This is an optimization exercise on Yosys and OpenROAD, whose aim is small area, not a production implementation.
At most, simulation tests tie the RTL to the original design; equivalence was not proved.
Power is estimated from default activity; no workload was simulated.

## ALU_microprocessor
module ALU_microprocessor (
  input      [ 5:0]   alu_ctrl  ,
  input      [31:0]   in_1      ,
  input      [31:0]   in_2      ,
  input               alu_clk   ,
  output     [31:0]   alu_rslt  ,
  output     [ 4:0]   alu_checks
);
  wire [31:0] a = in_1, b = in_2;
  wire [3:0] pt, ptn;
  wire xa, xb, l, ln, r, rn, rrot, rol, c_one, csel_c, csel_r31, csel_r0, vsel, lt20;
  alu_dec ud (.op(alu_ctrl), .pt(pt), .ptn(ptn), .xa(xa), .xb(xb), .l(l), .ln(ln), .r(r), .rn(rn),
              .rrot(rrot), .rol(rol), .c_one(c_one), .csel_c(csel_c), .csel_r31(csel_r31),
              .csel_r0(csel_r0), .vsel(vsel), .lt20(lt20));
  wire [31:0] s;
  wire [31:0] pp, gg;    
  wire [31:0] xs;        
  wire [32:0] c;         
  wire [32:0] cr;        
  assign c[0] = c_one | (rol & ~xs[31]) | (r & ~xs[1]);
  genvar i;
  generate for (i = 0; i < 32; i = i + 1) begin : gb
    if (i % 2 == 0) begin : ev
      wire nb = (i < 30) ? xs[i+2] : xs[0];
      wire rr = (i < 30) ? r : rrot;
      alu_bit_e u (.a(a[i]), .b(b[i]), .pt(pt), .xa(xa), .xb(xb), .l(l), .r(rr), .xnb(nb),
                   .c(c[i]), .x1(xs[i]), .s(s[i]), .p(pp[i]), .g(gg[i]));
      alu_cc_e k (.p(pp[i]), .g(gg[i]), .c(c[i]), .cn(cr[i+1]));
    end else begin : od
      wire nb = (i < 30) ? xs[i+2] : 1'b1;
      alu_bit_o u (.a(a[i]), .b(b[i]), .ptn(ptn), .xa(xa), .xb(xb), .ln(ln), .rn(rn), .x1nnb(nb),
                   .cn(c[i]), .x1n(xs[i]), .s(s[i]), .pn(pp[i]), .gn(gg[i]));
      alu_cc_o k (.pn(pp[i]), .gn(gg[i]), .cn(c[i]), .c(cr[i+1]));
    end
  end endgenerate
  wire [22:11] gc10;
  ...
Size: ~340 cells after synthesis, roughly 35 flip-flops, about 110 I/O pins.
Settings: LEC_CHECK=0, CAP_MARGIN=20, CORE_MARGIN=2, CORE_UTILIZATION=65, CTS_BUF_LIST=sky130_fd_sc_hd__clkbuf_2 sky130_fd_sc_hd__clkbuf_4, SLEW_MARGIN=20, SYNTH_HIERARCHICAL=1; clock period 7.0 ns.
standard.sh (not shown) runs the stock make flow with config.mk's settings and CLKGATE_MAP_FILE= SYNTH_SCRIPT=/design/flow/synth_recipe.tcl, a recipe that flattens the netlist after the stock synthesis.
==> flow/flow/run.sh <==
#!/bin/bash
# The standard layout (standard.sh) with two changes: every port gets a plain
# buf_1 as its buffer, and clock tree synthesis adds no dummy load cells.
set -euo pipefail
export BUFFER_PORTS_ARGS="-buffer_cell sky130_fd_sc_hd__buf_1"
export CTS_ARGS="-sink_clustering_enable -repair_clock_nets -dont_use_dummy_load -buf_list {sky130_fd_sc_hd__clkbuf_2 sky130_fd_sc_hd__clkbuf_4}"
bash standard.sh > standard_flow.log 2>&1
Next try:
--- a/flow/flow/run.sh
+++ b/flow/flow/run.sh
@@ -2,2 +2,3 @@
-# The standard layout (standard.sh) with two changes: every port gets a plain
-# buf_1 as its buffer, and clock tree synthesis adds no dummy load cells.
+# The standard layout (standard.sh) with three changes: every port gets a plain
+# buf_1 as its buffer, clock tree synthesis adds no dummy load cells, and after global
+# routing the resizer downsizes gates off the critical paths (RECOVER_POWER).
@@ -6,0 +8 @@
+export RECOVER_POWER=100
Global-route usage does not change.
Combinational power is about the same.
Power stays flat.
Synthesized area does not change.
Die area stays the same.
Core utilization shrinks by 0.30 points.
Wire length stays flat.

========
The RTL this note starts from:
==> flow/design.v <==
module ALU_microprocessor (
  input      [ 5:0]   alu_ctrl  ,
  input      [31:0]   in_1      ,
  input      [31:0]   in_2      ,
  input               alu_clk   ,
  output     [31:0]   alu_rslt  ,
  output     [ 4:0]   alu_checks
);
  wire [31:0] a = in_1, b = in_2;
  wire [5:0] op = alu_ctrl;
  reg [3:0] pt; reg xa, xb, ra, rb, rora, rorb, c_one, c_a31, c_b31, c_a1, c_b1;
  reg csel_c, csel_r31, csel_r0, vsel;
  always @* begin
    pt = 4'b0000; xa = 0; xb = 0; ra = 0; rb = 0; rora = 0; rorb = 0;
    c_one = 0; c_a31 = 0; c_b31 = 0; c_a1 = 0; c_b1 = 0;
    csel_c = 0; csel_r31 = 0; csel_r0 = 0; vsel = 0;
    case (op)
      6'd0: begin pt = 4'b0110; xa = 1; csel_c = 1; vsel = 1; end
      6'd1: begin pt = 4'b1001; xa = 1; c_one = 1; csel_c = 1; vsel = 1; end
      6'd2: pt = 4'b1100;
      6'd3: pt = 4'b1010;
      6'd4: begin pt = 4'b1100; xa = 1; c_one = 1; csel_c = 1; end
      6'd5: begin pt = 4'b1010; xb = 1; c_one = 1; csel_c = 1; end
      6'd6: begin pt = 4'b0011; xa = 1; csel_r31 = 1; end
      6'd7: begin pt = 4'b0101; xb = 1; csel_r31 = 1; end
      6'd8: pt = 4'b1000;
      6'd9: pt = 4'b1110;
      6'd10: pt = 4'b0111;
      6'd11: pt = 4'b0001;
      6'd12: pt = 4'b1001;
      6'd13: pt = 4'b0110;
      6'd14: pt = 4'b0011;
      6'd15: pt = 4'b0101;
      6'd16: begin xa = 1; csel_r31 = 1; end
      6'd17: begin xb = 1; csel_r31 = 1; end
      6'd18, 6'd19: begin ra = 1; c_a1 = 1; csel_r0 = 1; end
      6'd20: begin xa = 1; c_a31 = 1; end
      6'd21: begin xb = 1; c_b31 = 1; end
      6'd22: begin ra = 1; rora = 1; c_a1 = 1; end
      6'd23: begin rb = 1; rorb = 1; c_b1 = 1; end
      default: ;
    endcase
  end
  wire [31:0] s, pp, gg;    
  wire [32:0] c;             
  wire [32:0] cr;            
  assign c[0] = c_one | (c_a31 & a[31]) | (c_b31 & b[31]) | (c_a1 & a[1]) | (c_b1 & b[1]);
  wire [31:0] an = {1'b0, rora & a[0], a[31:2]};
  wire [31:0] bn = {1'b0, rorb & b[0], b[31:2]};
  wire [3:0] ptn = ~pt;
  genvar i;
  generate for (i = 0; i < 32; i = i + 1) begin : gb
    if (i % 2 == 0) begin : ev
      alu_bit_e u (.a(a[i]), .b(b[i]), .an(an[i]), .bn(bn[i]), .pt(pt), .xa(xa), .xb(xb),
                   .ra(ra), .rb(rb), .c(c[i]), .s(s[i]), .p(pp[i]), .g(gg[i]));
      alu_cc_e k (.p(pp[i]), .g(gg[i]), .c(c[i]), .cn(cr[i+1]));
    end else begin : od
      alu_bit_o u (.a(a[i]), .b(b[i]), .an(an[i]), .bn(bn[i]), .ptn(ptn), .xa(xa), .xb(xb),
                   .ra(ra), .rb(rb), .cn(c[i]), .s(s[i]), .pn(pp[i]), .gn(gg[i]));
      alu_cc_o k (.pn(pp[i]), .gn(gg[i]), .cn(c[i]), .c(cr[i+1]));
    end
  end endgenerate
  wire [22:11] gc10;
  assign gc10[11] = ~gg[10];
  alu_cc_o gk10_11 (.pn(pp[11]), .gn(gg[11]), .cn(gc10[11]), .c(gc10[12]));
  alu_cc_e gk10_12 (.p(pp[12]), .g(gg[12]), .c(gc10[12]), .cn(gc10[13]));
  alu_cc_o gk10_13 (.pn(pp[13]), .gn(gg[13]), .cn(gc10[13]), .c(gc10[14]));
  alu_cc_e gk10_14 (.p(pp[14]), .g(gg[14]), .c(gc10[14]), .cn(gc10[15]));
  alu_cc_o gk10_15 (.pn(pp[15]), .gn(gg[15]), .cn(gc10[15]), .c(gc10[16]));
  alu_cc_e gk10_16 (.p(pp[16]), .g(gg[16]), .c(gc10[16]), .cn(gc10[17]));
  alu_cc_o gk10_17 (.pn(pp[17]), .gn(gg[17]), .cn(gc10[17]), .c(gc10[18]));
  alu_cc_e gk10_18 (.p(pp[18]), .g(gg[18]), .c(gc10[18]), .cn(gc10[19]));
  alu_cc_o gk10_19 (.pn(pp[19]), .gn(gg[19]), .cn(gc10[19]), .c(gc10[20]));
  alu_cc_e gk10_20 (.p(pp[20]), .g(gg[20]), .c(gc10[20]), .cn(gc10[21]));
  alu_cc_o gk10_21 (.pn(pp[21]), .gn(gg[21]), .cn(gc10[21]), .c(gc10[22]));
  wire pb10 = pp[10] & ~pp[11] & pp[12] & ~pp[13] & pp[14] & ~pp[15] & pp[16] & ~pp[17] & pp[18] & ~pp[19] & pp[20] & ~pp[21];
  assign c[1] = cr[1];
  assign c[2] = cr[2];
  assign c[3] = cr[3];
  assign c[4] = cr[4];
  assign c[5] = cr[5];
  assign c[6] = cr[6];
  assign c[7] = cr[7];
  assign c[8] = cr[8];
  assign c[9] = cr[9];
  assign c[10] = cr[10];
  assign c[11] = cr[11];
  assign c[12] = cr[12];
  assign c[13] = cr[13];
  assign c[14] = cr[14];
  assign c[15] = cr[15];
  assign c[16] = cr[16];
  assign c[17] = cr[17];
  assign c[18] = cr[18];
  assign c[19] = cr[19];
  assign c[20] = cr[20];
  assign c[21] = cr[21];
  alu_sk_t sk10 (.p(pb10), .g(gc10[22]), .c(c[10]), .co(c[22]));
  assign c[23] = cr[23];
  assign c[24] = cr[24];
  assign c[25] = cr[25];
  assign c[26] = cr[26];
  assign c[27] = cr[27];
  assign c[28] = cr[28];
  assign c[29] = cr[29];
  assign c[30] = cr[30];
  assign c[31] = cr[31];
  assign c[32] = cr[32];
  wire [31:0] rn = s;
  wire Cn = (csel_c & c[32]) | (csel_r31 & rn[31]) | (csel_r0 & rn[0]);
  wire Vn = vsel & ~(c[32] ^ c[31]);
  wire Nn = (op < 6'd20) & rn[31];
  reg [31:0] r; reg C, V, N;
  always @(posedge alu_clk) begin r <= rn; C <= Cn; V <= Vn; N <= Nn; end
  assign alu_rslt = r;
  wire par, zer;
  alu_par32 up (.r(r), .par(par));
  alu_zero32 uz (.r(r), .z(zer));
  assign alu_checks = {par, V, zer, C, N};
endmodule
module alu_bit_e (
  input a, b, an, bn,
  input [3:0] pt,
  input xa, xb, ra, rb, c,
  output s, p, g
);
  assign p = a ? (b ? pt[3] : pt[2]) : (b ? pt[1] : pt[0]);
  wire x = (a & xa) | (b & xb) | (an & ra) | (bn & rb);
  assign g = x & ~p;
  assign s = p ^ c;
endmodule
module alu_bit_o (
  input a, b, an, bn,
  input [3:0] ptn,
  input xa, xb, ra, rb, cn,
  output s, pn, gn
);
  assign pn = a ? (b ? ptn[3] : ptn[2]) : (b ? ptn[1] : ptn[0]);
  wire x = (a & xa) | (b & xb) | (an & ra) | (bn & rb);
  assign gn = ~(x & pn);
  assign s = pn ^ cn;
endmodule
module alu_par32 (input [31:0] r, output par);
  assign par = ^r;
endmodule
module alu_zero32 (input [31:0] r, output z);
  assign z = ~|r;
endmodule
module alu_cc_e (input p, g, c, output cn);
  assign cn = ~(g | (p & c));
endmodule
module alu_cc_o (input pn, gn, cn, output c);
  assign c = ~(gn & (pn | cn));
endmodule
module alu_sk_t (input p, g, c, output co);
  assign co = g | (p & c);
endmodule
module alu_sk_n (input p, gn, cn, output con);
  assign con = gn & (~p | cn);
endmodule
clock: 7.0 ns
lec_check: 0
cap_margin: 20
core_margin: 2
core_utilization: 40
slew_margin: 20
synth_hierarchical: 1
run.sh (not shown) runs the stock make flow with config.mk's settings and CLKGATE_MAP_FILE= SYNTH_SCRIPT=/design/flow/synth_recipe.tcl, a recipe that flattens the netlist after the stock synthesis.
Stock flow here: none of the scripts above is used.
Then changed:
==> flow/flow/run.sh (new file) <==
#!/bin/bash
set -euo pipefail
export BUFFER_PORTS_ARGS="-buffer_cell sky130_fd_sc_hd__buf_1"
bash standard.sh > standard_flow.log 2>&1
==> flow/standard.sh (new file) <==
#!/bin/bash
# synth_recipe.tcl (not shown) runs the flow's synth.tcl, then flattens the netlist and writes it again
# the make line also repeats each setting of config.mk as NAME=value (left out here)
make -C /OpenROAD-flow-scripts/flow DESIGN_CONFIG=/design/flow/config.mk WORK_HOME=/design/flow/orfs CLKGATE_MAP_FILE= SYNTH_SCRIPT=/design/flow/synth_recipe.tcl "${@:-finish}"
removed: flow/run.sh
Outcome: Power drops by 15%. Setup slack gains 100 ps. Synthesized cell count stays the same. Design area drops by 19%. Fmax climbs by 1.6%. First-iteration DRC count climbs by 40%. Critical path depth climbs by 2. Global-route usage drops by 2.1 points. Die area stays the same.
No functional check of the RTL was part of any run of this note.

[separate check: timing with driven ports]
How much do the figures lean on ideal ports? The routed layouts below were timed once more, with nothing changed but the port constraints. Step 1 assumes that a clkbuf_16 drives the clock port and a buf_2 every other input. Step 2 times the ports against the registers' clock, not the clock port: input delays grow and output delays shrink by t, the midpoint of the rising clock arrivals with the driver on. Three values: ideal, step 1, step 2; two values: the first two.
run	t, ns	setup slack, ns	worst hold slack (ns)	worst setup path at the end
the first run of note 1	0.338	0.386 / 0.385 / 0.047	1.546 / 1.554 / 1.816	input to register
the second run of note 1	0.338	0.379 / 0.376 / 0.038	1.543 / 1.553 / 1.816	input to register
the first run of note 2	0.317	0.343 / 0.352 / 0.035	1.496 / 1.485 / 1.802	input to register
the second run of note 2	0.323	0.447 / 0.457 / 0.134	1.447 / 1.440 / 1.762	input to register
After both steps every run listed still meets setup and hold. The setup slack of the second run of note 1, which loses most, moves by -0.003 ns with the drivers and by -0.341 ns with both steps.
